What follows belongs to an exercise in optimizing a design on an open flow for small area; a production flow would make more cautious choices.
Only simulation tests tie the RTL to the original design; equivalence was not proved.
Power is estimated from default activity; no workload was simulated.

run 1:
## yqc_jisuanqi
module yqc_jisuanqi(
    input clk,
    input rst,
    input [3:0] key,
    input [7:0] data_in,
    output wire [7:0] data_out,
    output wire [3:0] seg,
    output wire [3:0] dig
);
For scale: ~390 cells after synthesis, ~47 flip-flops, about 30 I/O pins, roughly 0.0044 sq mm of cells after synthesis.
==> flow/config.mk <==
export PLATFORM = sky130hd
export DESIGN_NAME = yqc_jisuanqi
export DESIGN_NICKNAME = yqc_jisuanqi
export VERILOG_FILES = /design/flow/design.v
export SDC_FILE = /design/flow/constraint.sdc
export NUM_CORES = 4
export LEC_CHECK = 0
export CAP_MARGIN = 20
export CORE_MARGIN = 2
export CORE_UTILIZATION = 40
export GPL_TIMING_DRIVEN = 0
export SLEW_MARGIN = 20
export SYNTH_HIERARCHICAL = 1
==> flow/constraint.sdc <==
create_clock -name core_clock -period 33.0 [get_ports {clk}]
set_input_delay 6.6000 -clock core_clock [delete_from_list [all_inputs] [get_ports {clk}]]
set_output_delay 6.6000 -clock core_clock [all_outputs]
set_load 0.01 [all_outputs]
standard.sh (not shown) runs the stock make flow with config.mk's settings and CLKGATE_MAP_FILE= SYNTH_SCRIPT=/design/flow/synth_recipe.tcl, a recipe that flattens the netlist after the stock synthesis.
==> flow/flow/run.sh <==
#!/bin/bash
export BUFFER_PORTS_ARGS="-buffer_cell sky130_fd_sc_hd__buf_1"
export CTS_ARGS="-sink_clustering_enable -repair_clock_nets -buf_list sky130_fd_sc_hd__clkbuf_8 -dont_use_dummy_load"
bash standard.sh > standard.log 2>&1
Both conditions hold for run 1: the flow ran to the end and the final layout passed the timing, DRC and antenna checks.
Relative to run 1, the following input files were edited for run 2:
diff --git a/flow/design.v b/flow/design.v
--- a/flow/design.v
+++ b/flow/design.v
@@ -200,17 +200,16 @@
     endgenerate
 endmodule
 module operation_control(
     input clk,
     input rst,
     input [3:0] key,
     input [7:0] data_in,
     output reg [1:0] operation,
-    output add_next,             
     output nclear,
     output [7:0] as_sum,
     output as_co,
     output [7:0] prod_lo,
     output [7:0] nprod_hi,
     output [7:0] quo
 );
     reg [7:0] num1;
@@ -235,17 +234,16 @@
     generate
         for (j = 0; j < 8; j = j + 1) begin : g_d
             dp_a22o u1(.a1(ld1), .a2(data_in[j]), .b1(hold1), .b2(num1[j]), .y(num1_d[j]));
             dp_a22o u2(.a1(ld2), .a2(data_in[j]), .b1(hold2), .b2(num2[j]), .y(num2_d[j]));
         end
     endgenerate
     dp_a22o uo1(.a1(ldop), .a2(key[2]), .b1(holdop), .b2(operation[1]), .y(op_d[1]));
     dp_a22o uo0(.a1(ldop), .a2(key[0]), .b1(holdop), .b2(operation[0]), .y(op_d[0]));
-    dp_nor  uoa(.a(op_d[1]), .b(op_d[0]), .y(add_next));
     always @(posedge clk or posedge rst) begin
         if (rst) begin
             num1 <= 0;
             num2 <= 0;
             operation <= 0;
         end else begin
             num1 <= num1_d;
             num2 <= num2_d;
@@ -268,51 +266,52 @@
     dp_nand2b u0b(.an(y10), .b(m[3]), .y(y11));
     dp_xnor   u0c(.a(m[3]), .b(m[1]), .y(x01));
     dp_muxi   u0m(.s(m[2]), .d1(x01), .d0(y11), .y(y[0]));
 endmodule
 module display_control(
     input clk,
     input rst,
     input [1:0] operation,
-    input add_next,
     input nclear,
     input [7:0] as_sum,
     input as_co,
     input [7:0] prod_lo,
     input [7:0] nprod_hi,
     input [7:0] quo,
     output reg [7:0] data_out,
     output [3:0] seg,
     output [3:0] dig
 );
     reg [7:0] dmask;
-    reg       ovh;
+    reg       hi15;
+    reg       overflow;
     reg [2:0] ncode;
     reg [2:0] dcode;
     reg [2:0] scode;
     reg [1:0] scan_count;
     reg       started;
     wire o1 = operation[1], o0 = operation[0];
     wire sc1 = scan_count[1], sc0 = scan_count[0];
     wire no1, no0, is_add, nsel_mul, sel_mul, sel_div, nis_sub;
     dp_inv  ud1(.a(o1), .y(no1));
     dp_inv  ud0(.a(o0), .y(no0));
     dp_nor  ud2(.a(o1), .b(o0), .y(is_add));
     dp_nand ud3(.a(o1), .b(no0), .y(nsel_mul));
     dp_inv  ud4(.a(nsel_mul), .y(sel_mul));
     dp_and  ud5(.a(o1), .b(o0), .y(sel_div));
     dp_nand ud6(.a(no1), .b(o0), .y(nis_sub));
-    wire ov_t, novf_next, borrow, pm15, nhi15_next, ovh_next;
-    dp_a21o  uo1(.a1(sel_div), .a2(nclear), .b1(is_add), .y(ov_t));
-    dp_nand  uo2(.a(ovh), .b(ov_t), .y(novf_next));
+    wire ov_a, ov_d, novf_next, ovf_next, borrow, pm15, hi15_next;
+    dp_nand  uo1(.a(is_add), .b(hi15), .y(ov_a));
+    dp_nand3 uo2(.a(sel_div), .b(overflow), .c(nclear), .y(ov_d));
+    dp_and   uo3(.a(ov_a), .b(ov_d), .y(novf_next));
+    dp_inv   uo4(.a(novf_next), .y(ovf_next));
     dp_nor   uh1(.a(nis_sub), .b(as_co), .y(borrow));
     dp_nor   uh2(.a(nsel_mul), .b(nprod_hi[7]), .y(pm15));
-    dp_nor   uh3(.a(borrow), .b(pm15), .y(nhi15_next));
-    dp_muxi  uh4(.s(add_next), .d1(nhi15_next), .d0(novf_next), .y(ovh_next));
+    dp_or    uh3(.a(borrow), .b(pm15), .y(hi15_next));
     wire [7:0] nres_lo, dmask_d;
     genvar j;
     generate
         for (j = 0; j < 8; j = j + 1) begin : g_lo
             dp_a222oi u(.a1(no1), .a2(as_sum[j]), .b1(sel_mul), .b2(prod_lo[j]),
                         .c1(sel_div), .c2(quo[j]), .y(nres_lo[j]));
             dp_nand   um(.a(novf_next), .b(nres_lo[j]), .y(dmask_d[j]));
         end
@@ -338,25 +337,27 @@
         end
     endgenerate
     wire [2:0] ncode_d;
     nib_class u_class(.m(nnib), .y(ncode_d));
     always @(posedge clk or posedge rst) begin
         if (rst) begin
             data_out <= 0;
             dmask <= 0;
-            ovh <= 0;
+            hi15 <= 0;
+            overflow <= 0;
             ncode <= 3'b010;         
             dcode <= 3'b010;
             scode <= 3'b011;         
             scan_count <= 0;
             started <= 0;
         end else begin
+            overflow <= ovf_next;
             dmask <= dmask_d;
-            ovh <= ovh_next;
+            hi15 <= hi15_next;
             data_out <= dmask;
             ncode <= ncode_d;
             dcode <= ncode;
             scode <= dcode;
             scan_count <= {sc1_next, nsc0};
             started <= 1'b1;
         end
     end
@@ -378,42 +379,39 @@
     input rst,
     input [3:0] key,
     input [7:0] data_in,
     output wire [7:0] data_out,
     output wire [3:0] seg,
     output wire [3:0] dig
 );
     wire [1:0]  operation;
-    wire        add_next;
     wire        nclear;
     wire [7:0]  as_sum;
     wire        as_co;
     wire [7:0] prod_lo;
     wire [7:0] nprod_hi;
     wire [7:0]  quo;
     operation_control u_operation_control(
      .clk(clk),
      .rst(rst),
      .key(key),
      .data_in(data_in),
      .operation(operation),
-     .add_next(add_next),
      .nclear(nclear),
      .as_sum(as_sum),
      .as_co(as_co),
      .prod_lo(prod_lo),
      .nprod_hi(nprod_hi),
      .quo(quo)
     );
     display_control u_display_control(
      .clk(clk),
      .rst(rst),
      .operation(operation),
-     .add_next(add_next),
      .nclear(nclear),
      .as_sum(as_sum),
      .as_co(as_co),
      .prod_lo(prod_lo),
      .nprod_hi(nprod_hi),
      .quo(quo),
      .data_out(data_out),
      .seg(seg),
## What came out
From run 2 to run 1, total of buffers placed on input and output ports did not move at all.
Of run 1 and run 2, run 1 shows the lower final cell area excluding filler cells, with run 2 above it.
The higher final routed wire length divided by cell count of run 1 and run 2 is in run 1.
Run 2 vs run 1 — worst setup timing slack at the placement stage dropped 89 ps.
Status: maximum frequency parity (run 1, run 2)
The combinational power was comparable across run 1 and run 2.
Summary of run 2 over run 1: routed wire length on met3 now smaller; area share of and/or/nand/nor cells after synthesis shows an increase of 0.16 points.
As far as post-layout utilization of the core is concerned, run 2 and run 1 perform about the same.
Status: final clock period utilization by the worst path parity (run 2, run 1)

-- afterwards: timing with drivers on the ports --
The flow's constraints put no driver on any port. The routed layouts listed below were extracted and timed again, unchanged, in two steps.
Step 1 assumes that a clkbuf_16 drives the clock port and a buf_2 every other input.
Step 2 also shifts input and output timing later by t, the mid clock arrival at the registers, as if the neighbouring blocks saw the same clock.
Slacks: no drivers / after step 1 / after step 2; pairs: no drivers / after step 1.
run	shift t [ns]	slack for setup (ns)	slew at the worst register clock pin (ns)	worst data-port slew with drivers (ns)	cell pins on the clock port's net
run 1	0.320	15.133 / 15.133 / 15.133	0.09 / 0.09	0.03	1
run 2	0.322	15.089 / 15.089 / 15.089	0.09 / 0.09	0.03	1
After both steps setup and hold are still met in every run listed.
